Background: an optimization exercise with open tools, aiming at small area and a short achievable clock period. Do not read the settings as production practice.
The RTL was checked by simulation tests, not by an equivalence proof against the original design.
No activity file was given, so power comes from the tool's default toggle rates.

$ cat design/flow/run.sh
#!/bin/bash
# synth_recipe.tcl (not shown) runs the flow's synth.tcl, then flattens the netlist and writes it again
# the make line also repeats each setting of config.mk as NAME=value (left out here)
make -C /OpenROAD-flow-scripts/flow DESIGN_CONFIG=/design/flow/config.mk WORK_HOME=/design/flow/orfs CLKGATE_MAP_FILE= SYNTH_SCRIPT=/design/flow/synth_recipe.tcl finish
$ cat design/flow/config.mk
export PLATFORM = sky130hd
export DESIGN_NAME = mips
export DESIGN_NICKNAME = mips
export VERILOG_FILES = /design/flow/design.v
export SDC_FILE = /design/flow/constraint.sdc
export NUM_CORES = 4
export LEC_CHECK = 0
export CAP_MARGIN = 20
export CORE_MARGIN = 2
export CORE_UTILIZATION = 40
export SLEW_MARGIN = 20
$ cat design/flow/constraint.sdc
create_clock -name core_clock -period 16.0 [get_ports {clk}]
set_input_delay 3.2000 -clock core_clock [delete_from_list [all_inputs] [get_ports {clk}]]
set_output_delay 3.2000 -clock core_clock [all_outputs]
set_load 0.01 [all_outputs]
$ cat design/flow/design.v
typedef logic[31:0] word_t;
typedef logic[4:0] reg_addr_t;
typedef struct packed {
    logic pcsrcD;
    word_t pc_branchD;
    word_t instrD;
} sign_fetch_t; 
typedef struct packed{
    logic regwrite;
    logic memtoreg; 
    logic memwrite; 
    logic[2:0] alucontrol; 
    logic alusrc; 
    logic regdst; 
    logic branch; 
    logic pcsrc;  
    logic jump;
}control_sign_t;    
typedef struct packed {
    word_t instr;
    word_t pc_plus4;
}fetch_data_t;
typedef struct packed{
    word_t RD1_data,RD2_data;
    word_t signimm;
    reg_addr_t rs_addr,rt_addr,rd_addr;
    word_t pc_branch;
    logic zero;
    word_t instr;
    word_t signimm_sl2;
}decode_data_t;
typedef struct packed {
    word_t aluout;
    word_t srcAE;
    word_t srcBE;
    word_t writedata;
    word_t writereg;
    reg_addr_t rs_addr,rt_addr,rd_addr;
    word_t instr;
} execute_data_t;
typedef struct packed {
    word_t aluout;
    word_t writedata;
    word_t writereg;
    word_t readdata;
    word_t instr;
}memory_data_t;
typedef struct packed {
    reg_addr_t writereg;
    word_t result;
    word_t instr;
}wb_data_t;
typedef struct packed {
    logic forwardAD,forwardBD;
    logic[1:0] forwardAE,forwardBE;
    logic stallF,stallD,flushE;
} hazard_sign_t;
`timescale 1ns / 1ps
module adder(
	input wire[31:0] a,b,
	output wire[31:0] y
    );
	assign y = a + b;
endmodule
module alu (
    input wire [2:0] op,
    input wire [31:0] num1,
    input wire [31:0] num2,
    output wire [31:0] ans,  
    output wire zero
);
    assign ans = ({32{op == 3'b010}} & (num1 + num2))
                |({32{op == 3'b110}} & (num1 - num2))
                |({32{op == 3'b000}} & (num1 & num2))
                |({32{op == 3'b001}} & (num1 | num2))
                |({32{op == 3'b111}} & ((num1<num2)?32'h0000_0001:32'h0000_0000));   
    assign zero = (op == 3'b110&num1==num2)?1:0;           
endmodule
module alu_decode (
    input wire [1:0] aluop,
    input wire [5:0] funct,
    output wire [2:0] alucontrol
);
    assign alucontrol =
    (aluop == 2'b10 && funct == 6'b100000)?(3'b010): 
    (aluop == 2'b10 && funct == 6'b100010)?(3'b110): 
    (aluop == 2'b10 && funct == 6'b100100)?(3'b000): 
    (aluop == 2'b10 && funct == 6'b100101)?(3'b001): 
    (aluop == 2'b10 && funct == 6'b101010)?(3'b111): 
    (aluop == 2'b00 )?(3'b010):                      
    (aluop == 2'b01 )?(3'b110):                      
    (3'b000);            
endmodule
module main_decode (
    input wire [5:0] op,
    output wire regdst,regwrite,memtoreg,memwrite,alusrc,branch,jump,
    output wire [1:0] aluop
);
    wire [8:0] s;
    assign s = 
    (op==0)?(9'b1100_0010_0): 
    (op==6'b100011)?(9'b1010_0100_0): 
    (op==6'b101011)?(9'b0010_1000_0): 
    (op==6'b000100)?(9'b0001_0001_0): 
    (op==6'b001000)?(9'b1010_0000_0): 
    (op==6'b000010)?(9'b0000_0000_1):  
    (9'b0000_0000_0);                    
    assign jump = s[0];
    assign aluop = s[2:1];
    assign memtoreg = s[3];
    assign memwrite = s[4];
    assign branch = s[5];
    assign alusrc = s[6];
    assign regdst = s[7];
    assign regwrite = s[8];
endmodule
module controller (
    input word_t instrD,
    output control_sign_t decode_sign,
    input wire zero
);
  wire [1:0]  aluop;
  logic regwrite,memtoreg,memwrite,alusrc,regdst,branch,jump;
  logic [2:0] alucontrol;
  always_comb begin 
    decode_sign.regwrite = regwrite;
    decode_sign.memtoreg = memtoreg;
    decode_sign.memwrite = memwrite;
    decode_sign.alucontrol = alucontrol;
    decode_sign.alusrc = alusrc;
    decode_sign.regdst = regdst;
    decode_sign.branch = branch;
    decode_sign.pcsrc = branch&zero;
    decode_sign.jump = jump;    
  end
    main_decode main_decode_gata (
      .op (instrD[31:26] ),
      .regdst (regdst ),
      .regwrite (regwrite ),
      .memtoreg (memtoreg ),
      .memwrite (memwrite ),
      .alusrc (alusrc ),
      .branch (branch ),
      .jump (jump ),
      .aluop ( aluop)
    );
    alu_decode alu_decode_dut (
      .aluop (aluop ),
      .funct (instrD[5:0] ),
      .alucontrol  ( alucontrol)
    );
endmodule
module mux (
    input  wire [31:0] a_1,b_0,
    input wire sel,
    output wire [31:0] out
);
assign out = (sel == 1) ? a_1:b_0;
endmodule
module mux3_1 (
    input wire [31:0] a_00,b_01,c_10,
    input wire [1:0] sel,
    output wire [31:0] out
);
    assign out = ({32{sel == 2'b00}} & (a_00))
                |({32{sel == 2'b01}} & (b_01))
                |({32{sel == 2'b10}} & (c_10));
endmodule
module pc_plus4(
    input wire [31:0] pc_new,
    output wire [31:0] pc_plus4F
);
assign  pc_plus4F = pc_new + 4;
endmodule
module pc_reg (
    input wire clk,rst,
    input wire [31:0] pc ,
    output reg [31:0] pc_new
);
always @(negedge clk ) begin
    if (rst) begin
        pc_new = 0;
    end
    else begin
        pc_new = pc;
    end
end
endmodule
module regfile(
	input wire clk,
	input wire we3,
	input wire[4:0] ra1,ra2,wa3, 
	input wire[31:0] wd3,
	output wire[31:0] rd1,rd2 
    );
	reg [31:0] rf[31:0];
	always @(negedge clk) begin
		if(we3) begin
			 rf[wa3] <= wd3;
		end
	end
	assign rd1 = (ra1 != 0) ? rf[ra1] : 0; 
	assign rd2 = (ra2 != 0) ? rf[ra2] : 0;
endmodule
module sign_extention #(
    parameter width = 16
) (
    input wire [width-1:0] num,
    output wire [31:0] se_num
);
    assign se_num = {{(32-width){num[width-1]}},num};
endmodule
module f_d_reg (
    input wire clk,
    input wire rst,
    input wire stallD,
    input wire clear,
    input fetch_data_t data_in,
    output fetch_data_t data_out
);
always_ff @( posedge clk ) begin 
    if(rst) begin
        data_out<=0;
    end 
    else if(clear) begin
        data_out<=0;
    end 
    else if(~stallD) begin
        data_out<=data_in;
    end
end
endmodule
module d_e_reg (
    input wire clk,
    input wire rst,
    input wire en,
    input wire clear,
    input decode_data_t data_in,
    input control_sign_t sign_in,
    output control_sign_t sign_out,
    output decode_data_t data_out
);
always_ff @( posedge clk ) begin 
    if(rst) begin
        data_out<=0;
        sign_out<=0;
    end 
    else if(clear) begin
        data_out<=0;
        sign_out<=0;
    end 
    else if(en) begin
        data_out<=data_in;
        sign_out<=sign_in;
    end
end
endmodule
module e_m_reg (
    input wire clk,
    input wire rst,
    input wire en,
    input wire clear,
    input execute_data_t data_in,
    input control_sign_t sign_in,
    output control_sign_t sign_out,
    output execute_data_t data_out
);
always_ff @( posedge clk ) begin 
    if(rst) begin
        data_out<=0;
        sign_out<=0;
    end 
    else if(clear) begin
        data_out<=0;
        sign_out<=0;
    end 
    else if(en) begin
        data_out<=data_in;
        sign_out<=sign_in;
    end
end
endmodule
module m_w_reg (
    input wire clk,
    input wire rst,
    input wire en,
    input wire clear,
    input control_sign_t sign_in,
    output control_sign_t sign_out,
    input memory_data_t data_in,
    output memory_data_t data_out
);
always_ff @( posedge clk ) begin 
    if(rst) begin
        data_out<=0;
        sign_out<=0;
    end 
    else if(clear) begin
        data_out<=0;
        sign_out<=0;
    end 
    else if(en) begin
        data_out<=data_in;
        sign_out<=sign_in;
    end
end
endmodule
module fetch (
    input wire clk,
    input wire rst,
    input word_t instrF,
    output word_t pc,
    output fetch_data_t fetch_data,
    input decode_data_t decode_data,
    input control_sign_t decode_sign
);
word_t pc_plus4F;
word_t pc_new;
word_t PC2F,PC1F;
word_t jump_addr_F;
pc_reg pc_gate (.clk (clk ),.rst (rst ),.pc (PC2F ),.pc_new  ( pc_new));                    
pc_plus4 pc_plus4F_gate (.pc_new (pc_new ),.pc_plus4F ( pc_plus4F));                   
mux mux_pcsrcD (.a_1 (decode_data.pc_branch ),.b_0 (pc_plus4F ),.sel (decode_sign.pcsrc ),.out  ( PC1F));     
assign jump_addr_F = {{pc_plus4F[31:28]},{decode_data.instr[25:0]},{2'b00}};                         
mux mux_jump (.a_1 (jump_addr_F),.b_0 (PC1F ),.sel (decode_sign.jump ),.out  ( PC2F));                
assign pc = pc_new;
always_comb begin 
    fetch_data.pc_plus4 = pc_plus4F;
    fetch_data.instr = instrF;
end
endmodule
module decode (
    input clk,
    input fetch_data_t decode_data_in,
    input logic forwardAD, forwardBD,
    input control_sign_t decode_sign,
    input wb_data_t wb_data,
    input execute_data_t execute_data,
    input control_sign_t wb_sign,
    output decode_data_t decode_data
);
assign decode_data.instr = decode_data_in.instr;
assign decode_data.rs_addr = decode_data_in.instr[25:21];
assign decode_data.rt_addr = decode_data_in.instr[20:16];
assign decode_data.rd_addr = decode_data_in.instr[15:11];
regfile regfile_dut (
  .clk (clk ),
  .we3 (wb_sign.regwrite ),
  .ra1 (decode_data.rs_addr ),
  .ra2 (decode_data.rt_addr ),
  .wa3 (wb_data.writereg ),
  .wd3 ( wb_data.result),
  .rd1 (decode_data.RD1_data),
  .rd2 (decode_data.RD2_data)
);
word_t RD1D_equal,RD2D_equal;
mux mux2_1_RD1D (.a_1 (execute_data.aluout ),.b_0 (decode_data.RD1_data ),.sel (forwardAD ), .out  ( RD1D_equal ));
mux mux2_1_RD2D (.a_1 (execute_data.aluout),.b_0 (decode_data.RD2_data  ),.sel (forwardBD ), .out  ( RD2D_equal ));
assign decode_data.zero = (RD1D_equal==RD2D_equal);
sign_extention #(16) sign_extention_dut (.num (decode_data_in.instr[15:0]),.se_num  (decode_data.signimm));
assign decode_data.signimm_sl2 = decode_data.signimm<<2;
adder adder_dut (.a (decode_data.signimm_sl2  ),.b (decode_data_in.pc_plus4-4),.y  (decode_data.pc_branch));
endmodule
module execute (
    input logic[1:0] forwardAE,forwardBE,
    input control_sign_t execute_sign,
    input decode_data_t execute_data_in,
    input memory_data_t memory_data,
    input wb_data_t wb_data,
    output execute_data_t execute_data
);
assign execute_data.instr=execute_data_in.instr;
always_comb begin 
  execute_data.rs_addr =execute_data_in.rs_addr;
  execute_data.rt_addr =execute_data_in.rt_addr;
  execute_data.rd_addr =execute_data_in.rd_addr;
end
mux3_1 mux3_1_srcAE (
  .a_00 (execute_data_in.RD1_data ),
  .b_01 (wb_data.result),
  .c_10 (memory_data.aluout ),
  .sel (forwardAE ),
  .out  ( execute_data.srcAE)
);
mux3_1 mux3_1_writedataE (
  .a_00 (execute_data_in.RD2_data ),
  .b_01 (wb_data.result ),
  .c_10 (memory_data.aluout ),
  .sel (forwardBE ),
  .out  (execute_data.writedata)
);
mux mux_srcBE (
    .a_1 (execute_data_in.signimm ),
    .b_0 (execute_data.writedata ),
    .sel (execute_sign.alusrc ),
    .out  ( execute_data.srcBE )
);
mux mux_regdst (
    .a_1 ({27'b0, execute_data_in.rd_addr}), 
    .b_0 ({27'b0, execute_data_in.rt_addr}),
    .sel (execute_sign.regdst ),
    .out  ( execute_data.writereg)
);
alu alu_dut (
    .op (execute_sign.alucontrol ),
    .num1 (execute_data.srcAE ),
    .num2 (execute_data.srcBE ),
    .ans  ( execute_data.aluout),
    .zero ()
);
endmodule
module memory (
    input control_sign_t memory_sign,
    input execute_data_t memory_data_in,
    output memory_data_t memory_data,
    input word_t readdataM
);
assign memory_data.instr =memory_data_in.instr;
    always_comb begin 
        memory_data.aluout = memory_data_in.aluout;
        memory_data.writedata = memory_data_in.writedata;
        memory_data.writereg = memory_data_in.writereg;
        memory_data.readdata = readdataM;
    end
endmodule
module writeback (
    input memory_data_t wb_data_in,
    input control_sign_t wb_sign,
    output wb_data_t wb_data
);
assign wb_data.instr=wb_data_in.instr;
mux mux_memtoreg (
  .a_1 (wb_data_in.readdata ),
  .b_0 (wb_data_in.aluout ),
  .sel (wb_sign.memtoreg ),
  .out  ( wb_data.result)
);
always_comb begin 
    wb_data.writereg = wb_data_in.writereg;
end
endmodule
module hazard (
    input  wire rst,
    input decode_data_t decode_data,
    input execute_data_t execute_data,
    input memory_data_t memory_data,
    input wb_data_t wb_data,
    input control_sign_t decode_sign,execute_sign,memory_sign,wb_sign,
    output hazard_sign_t hazard_sign
);
    assign hazard_sign.forwardAE = (memory_sign.regwrite & (execute_data.rs_addr == memory_data.writereg) & (execute_data.rs_addr !=0)) ? 2'b10:        
                        (wb_sign.regwrite& (execute_data.rs_addr == wb_data.writereg) & (execute_data.rs_addr !=0))? 2'b01:2'b00;  
    assign hazard_sign.forwardBE = (memory_sign.regwrite & (execute_data.rt_addr == memory_data.writereg) & (execute_data.rt_addr !=0)) ? 2'b10:
                        (wb_sign.regwrite & (execute_data.rt_addr == wb_data.writereg) & (execute_data.rt_addr !=0))? 2'b01:2'b00;  
    assign hazard_sign.forwardAD = (execute_sign.regwrite & (decode_data.rs_addr == execute_data.writereg) & (decode_data.rs_addr != 0)) ; 
    assign hazard_sign.forwardBD = (execute_sign.regwrite & (decode_data.rt_addr == execute_data.writereg) & (decode_data.rt_addr != 0)) ; 
    wire lwstall , branch_stall;
    assign lwstall = (execute_sign.memtoreg & ((execute_data.rt_addr == decode_data.rt_addr)| (execute_data.rt_addr == decode_data.rs_addr))); 
    assign branch_stall = (decode_sign.branch & execute_sign.regwrite & (execute_data.writereg == decode_data.rs_addr)|(execute_data.writereg == decode_data.rt_addr))| 
                        (decode_sign.branch & memory_sign.memtoreg & (memory_data.writereg == decode_data.rs_addr)|(memory_data.writereg == decode_data.rt_addr));   
    assign hazard_sign.stallF = rst ? 1'b0 : (lwstall | branch_stall);
    assign hazard_sign.stallD = rst ? 1'b0 : (lwstall | branch_stall);
    assign hazard_sign.flushE = rst ? 1'b0 : (lwstall | branch_stall);
endmodule
module datapath (
    input wire clk,rst,
    output wire [31:0]pc,
    input word_t readdataM,
    input word_t instrF,
    output memory_data_t memory_data,
    output decode_data_t decode_data,
    input control_sign_t decode_sign,
    output control_sign_t memory_sign
);
control_sign_t execute_sign,wb_sign;
hazard_sign_t hazard_sign;
fetch_data_t decode_data_in,fetch_data; 
decode_data_t execute_data_in;
execute_data_t execute_data,memory_data_in;
memory_data_t wb_data_in;
wb_data_t wb_data;
fetch  fetch (
  . clk(clk),
  . rst(rst),
  . pc(pc),
  . instrF(instrF),
  . fetch_data(fetch_data),
  . decode_data(decode_data),
  . decode_sign(decode_sign)
);
logic stallD;
assign stallD = (hazard_sign.stallD & decode_sign.pcsrc );
f_d_reg f_d_reg_dut (
  .clk (clk ),
  .rst (rst ),
  .stallD (stallD ),
  .clear (1'b0 ),
  .data_in (fetch_data ),
  .data_out  ( decode_data_in)
);
decode decode_dut (
  .clk(clk),
  .decode_data_in (decode_data_in ),
  .forwardAD (hazard_sign.forwardAD ),
  .forwardBD (hazard_sign.forwardBD ),
  .decode_sign (decode_sign ),
  .execute_data (execute_data ),
  .decode_data  ( decode_data ),
  .wb_data(wb_data),
  .wb_sign(wb_sign)
);
logic flushE;
assign flushE = hazard_sign.flushE & decode_sign.pcsrc;   
d_e_reg d_e_reg_dut (
  .clk (clk ),
  .rst (rst ),
  .en (1'b1 ),
  .clear ( flushE),
  .data_in (decode_data ),
  .sign_in (decode_sign ),
  .sign_out (execute_sign ),
  .data_out  ( execute_data_in)
);
execute execute_dut (
  .forwardAE (hazard_sign.forwardAE ),
  .forwardBE (hazard_sign.forwardBE ),
  .execute_sign (execute_sign ),
  .execute_data_in (execute_data_in ),
  .memory_data (memory_data ),
  .wb_data (wb_data ),
  .execute_data  ( execute_data)
);
e_m_reg e_m_reg_dut (
  .clk (clk ),
  .rst (rst ),
  .en (1'b1 ),
  .clear (1'b0 ),
  .sign_in (execute_sign ),
  .sign_out (memory_sign ),
  .data_in (execute_data ),
  .data_out  ( memory_data_in)
);
memory memory_dut (
  .readdataM(readdataM),
  .memory_sign(memory_sign),
  .memory_data_in (memory_data_in ),
  .memory_data  ( memory_data)
);
m_w_reg m_w_reg_dut (
  .clk (clk ),
  .rst (rst ),
  .en (1'b1 ),
  .clear (1'b0 ),
  .sign_in (memory_sign ),
  .sign_out (wb_sign ),
  .data_in (memory_data ),
  .data_out  ( wb_data_in)
);
writeback writeback_dut (
  .wb_data_in (wb_data_in ),
  .wb_sign (wb_sign ),
  .wb_data  ( wb_data)
);
hazard hazard_dut (
  .rst (rst ),
  .decode_data (decode_data ),
  .execute_data (execute_data ),
  .memory_data (memory_data ),
  .wb_data (wb_data ),
  .decode_sign (decode_sign ),
  .execute_sign (execute_sign ),
  .memory_sign (memory_sign ),
  .wb_sign (wb_sign ),
  .hazard_sign  ( hazard_sign)
);
endmodule
`timescale 1ns / 1ps
module mips(
input wire clk,rst,
output word_t pc,
input word_t instrF,
input word_t readdataM, 
output logic memwriteM,
output word_t aluout,writedata
);
control_sign_t decode_sign;
decode_data_t decode_data;
fetch_data_t fetch_data;
memory_data_t memory_data;
control_sign_t memory_sign;
controller controller_dut (
  .instrD (decode_data.instr ),
  .zero (decode_data.zero ),
  .decode_sign  ( decode_sign)
);
always_comb begin 
	memwriteM = memory_sign.memwrite;
	aluout = memory_data.aluout;
	writedata = memory_data.writedata;
end
datapath datapath_dut (
  .clk (clk ),
  .rst (rst ),
  .pc (pc ),
  .instrF(instrF),
  .readdataM(readdataM),
  .memory_data (memory_data ),
  .decode_data (decode_data ),
  .decode_sign  ( decode_sign),
  .memory_sign(memory_sign)
);
endmodule
==> flow_summary.json <==
{
  "status": "finished clean",
  "fillCellCount": 16161,
  "wl_met2_mm": 127,
  "coreArea_um2": 181000,
  "clkLatencyLatePin_ps": 830,
  "first_iter_violations": 7235,
  "area_growth_pct": 18.1,
  "syn_nets": 5808,
  "min-delay-start": "datapath_dut.d_e_reg_dut.sign_out[8]$_SDFF_PP0_",
  "met1_length_mm": 103,
  "globalplace.congestion": 0.990,
  "vdd_drop_max_mv": 0.0841,
  "fin_setup_tns_ps": 0,
  "max_stage_delay_ps": 800,
  "min_path_cells": 1,
  "place_worst_setup_slack_ps": 383,
  "rsz0062_at_grt": "no",
  "slew_violations": 0,
  "die_x_um": 430,
  "dp_hpwl_mm": 175,
  "path_max_fanout": 34,
  "stdcell_area_um2": 85800,
  "crit_chain": "buf_12, mux2_2, mux2i_1, o21ai_0, mux2i_1, ha_1, nor2b_1, or4_1, o211a_1, o211ai_1, a21oi_1, o32ai_1, mux2i_1, nor4_1, a2111oi_1, a22oi_1, and4_1, buf_12, nand3_2, mux2_2",
  "avgViaCountPerCell": 6.16,
  "final_util": 0.475,
  "r2r-start": "datapath_dut.m_w_reg_dut.sign_out[9]$_SDFF_PP0_",
  "cts_tree": "yes",
  "rrSetupSlack_ps": 170,
  "p_leak_nw": 33.5,
  "maxSlewHeadroom": 0.188,
  "drive_gt1_frac": 0.163,
  "path_class": "reg2reg",
  "final_common_cell": "inv_1",
  "drc": 0,
  "initial_core_util": 0.402,
  "grt_max_degree": 104,
  "crit_arrival_ps": 8490,
  "worstSetupStartpointType": "flop",
  "wire_per_inst_um": 29.9,
  "dr.pass1.iters": 6,
  "cts_sinks": 1361,
  "yosysSeqAreaShare": 0.516,
  "die_height_um": 430,
  "grt_pass1_wl_mm": 387,
  "crit_required_ps": 8660,
  "cts_resized": 0,
  "synth.avg_cell_area_um2": 13.0,
  "synth_flop_cell": "edfxtp_1",
  "grt_pass1_vias": 56215,
  "fp-row-count": 156,
  "power_density_nw_per_um2": 117,
  "ys_types": 104,
  "layout_common_cells": "inv_1, edfxtp_1, mux4_2",
  "cts_setup_buffers": 0,
  "ant_nets": 0,
  "die_area_um2": 185000,
  "pin_count": 163,
  "synth.cell_area_um2": 72600,
  "skew_ps": 66.4,
  "dr.max_layer_used": "met5",
  "async_reset_ff_frac": 0,
  "stdcell_count": 9166,
  "holdCritPathClass": "reg2reg",
  "crit_path_end_kind": "flop",
  "synthCells": 5585,
  "setup_viol_count_final": 0,
  "cts_buffers": 151,
  "cts_buffer_depth": 3,
  "hold_path_end": "datapath_dut.e_m_reg_dut.sign_out[8]$_SDFF_PP0_",
  "cap_violations": 0,
  "hold_viol_final": 0,
  "synth_seq_cells": 1361,
  "track_usage": 0.289,
  "cts-root-buf": "clkbuf_16",
  "cp_slowest_cell": "a2111oi_1",
  "cpMostUsedCell": "mux2i_1",
  "drt_wl_total_mm": 274,
  "routed-wl-met3_mm": 28.6,
  "antenna_found_initial": 12,
  "synth_edf_count": 1024,
  "route.vias.total": 56493,
  "nets": 6890,
  "clk_pin_slew_ps": 60,
  "r2r_cells": 20,
  "worstMarginPinSlew_ps": 1220,
  "yosys_warnings": 12,
  "worst_slack_ps": 168,
  "port_buffers": 162,
  "h-tree-depth": 4,
  "overflow": 0,
  "place_area_um2": 76600,
  "rr_endpoint": "datapath_dut.fetch.pc_gate.pc_new[28]$_SDFF_NP0_",
  "ctsHoldBuffers": 0,
  "dp_cells": 7829
}
[per-stage QoR]
step	hold slack, ps	total power [mW]
2_1_floorplan	414	5.21
3_3_place_gp	432	5.71
3_5_place_dp	437	5.71
4_1_cts	454	10.1
5_1_grt	461	10.5
6_report	445	10.0
[worst max-delay path by stage]
stage / start / endpoint / slack (ps) / cells after the start
final: datapath_dut.m_w_reg_dut.sign_out[9]$_SDFF_PP0_ / datapath_dut.fetch.pc_gate.pc_new[28]$_SDFF_NP0_ / 170 / 20
after global routing: datapath_dut.d_e_reg_dut.data_out[103]$_SDFF_PP0_ / datapath_dut.fetch.pc_gate.pc_new[28]$_SDFF_NP0_ / 70 / 22
after CTS: datapath_dut.m_w_reg_dut.sign_out[9]$_SDFF_PP0_ / datapath_dut.fetch.pc_gate.pc_new[28]$_SDFF_NP0_ / 300 / 20
after detailed placement: datapath_dut.m_w_reg_dut.sign_out[9]$_SDFF_PP0_ / datapath_dut.fetch.pc_gate.pc_new[28]$_SDFF_NP0_ / 380 / 20
after global placement: datapath_dut.d_e_reg_dut.data_out[103]$_SDFF_PP0_ / datapath_dut.fetch.pc_gate.pc_new[28]$_SDFF_NP0_ / 510 / 24
after floorplan: datapath_dut.d_e_reg_dut.data_out[104]$_SDFF_PP0_ / datapath_dut.fetch.pc_gate.pc_new[5]$_SDFF_NP0_ / 1470 / 26
[kinds of logic (layout without fill, tap and decap cells)]
logic type / after synthesis / in the layout / share of synthesized area
DFF: 1361 / 1361 / 0.516
other: 0 / 4 / 0
and+or+nand+nor: 1426 / 1426 / 0.0988
adders and majority gates: 157 / 157 / 0.0274
xor gates and xnor gates: 114 / 114 / 0.0137
muxes: 930 / 930 / 0.209
AOI/OAI and AO/OA: 918 / 918 / 0.0876
buffers and inverters: 679 / 1886 / 0.0471
[area by class of cell]
type / instances / area [um^2] / area share
flip-flops and latches: 1361 / 37500 / 0.438
multi-input cells: 3545 / 32100 / 0.374
clock inverters: 1158 / 5050 / 0.0588
clock buffers: 176 / 4130 / 0.0481
repair buffers: 336 / 3210 / 0.0374
well taps: 2370 / 2970 / 0.0346
inverters: 216 / 813 / 0.00948
diodes: 4 / 10.0 / 0.000117
[state kept, by name, indices dropped and copies added (netlist names), named ones only]
name / flops
datapath_dut.d_e_reg_dut.sign_out: 8
datapath_dut.f_d_reg_dut.data_out: 64
datapath_dut.e_m_reg_dut.sign_out: 3
datapath_dut.fetch.pc_gate.pc_new: 30
datapath_dut.d_e_reg_dut.data_out: 90
datapath_dut.m_w_reg_dut.sign_out: 2
datapath_dut.e_m_reg_dut.data_out: 69
datapath_dut.decode_dut.regfile_dut.rf: 1024
datapath_dut.m_w_reg_dut.data_out: 69
[Yosys cell counts (all sizes together), types with 15 or more instances]
cell type / instances / share of area
edfxtp: 1024 / 0.42
mux4: 447 / 0.14
nand2: 339 / 0.018
dfxtp: 337 / 0.093
mux2i: 333 / 0.046
nor2: 309 / 0.016
buf: 277 / 0.026
inv: 216 / 0.011
clkbuf: 184 / 0.0095
o21ai: 166 / 0.011
nor3: 160 / 0.011
ha: 154 / 0.027
a21oi: 151 / 0.010
mux2: 150 / 0.024
nor2b: 121 / 0.010
nand3: 113 / 0.0079
a22oi: 83 / 0.0086
and2: 66 / 0.0057
a211oi: 62 / 0.0065
nand4: 61 / 0.0053
xnor2: 59 / 0.0071
xor2: 55 / 0.0066
o211ai: 47 / 0.0049
o22ai: 46 / 0.0040
and3: 45 / 0.0039
a31oi: 42 / 0.0036
nand2b: 41 / 0.0035
nor4: 36 / 0.0035
a21o: 33 / 0.0034
o21a: 29 / 0.0030
or3: 28 / 0.0024
o31ai: 25 / 0.0026
nor3b: 23 / 0.0024
or4: 21 / 0.0022
a22o: 19 / 0.0023
a2111oi: 18 / 0.0022
a221oi: 16 / 0.0020
nand3b: 15 / 0.0016
or2: 15 / 0.0013
[routing by layer]
layer	vias to the layer above	global-route usage
met5	-	0
met2	3636	0.450
met1	28345	0.365
met4	2	0.171
met3	717	0.0746
li1	23793	-
[report_power, final]
| group | switching [mW] | internal [mW] |
|---|---|---|
| Combinational | 0.878 | 0.500 |
| Clock | 2.25 | 2.49 |
| Sequential | 0.0660 | 3.87 |
| Total | 3.19 | 6.86 |
[worst max-delay path: cells and delay by family (launching register included)]
| family | cells | cell delay, ps |
|---|---|---|
| AO/OA/AOI/OAI | 7 | 2630 |
| adder cells (fa/ha/maj) | 1 | 590 |
| buffers and inverters | 2 | 490 |
| flip-flops | 1 | 500 |
| multiplexers | 5 | 2090 |
| AND/OR/NAND/NOR | 5 | 1330 |
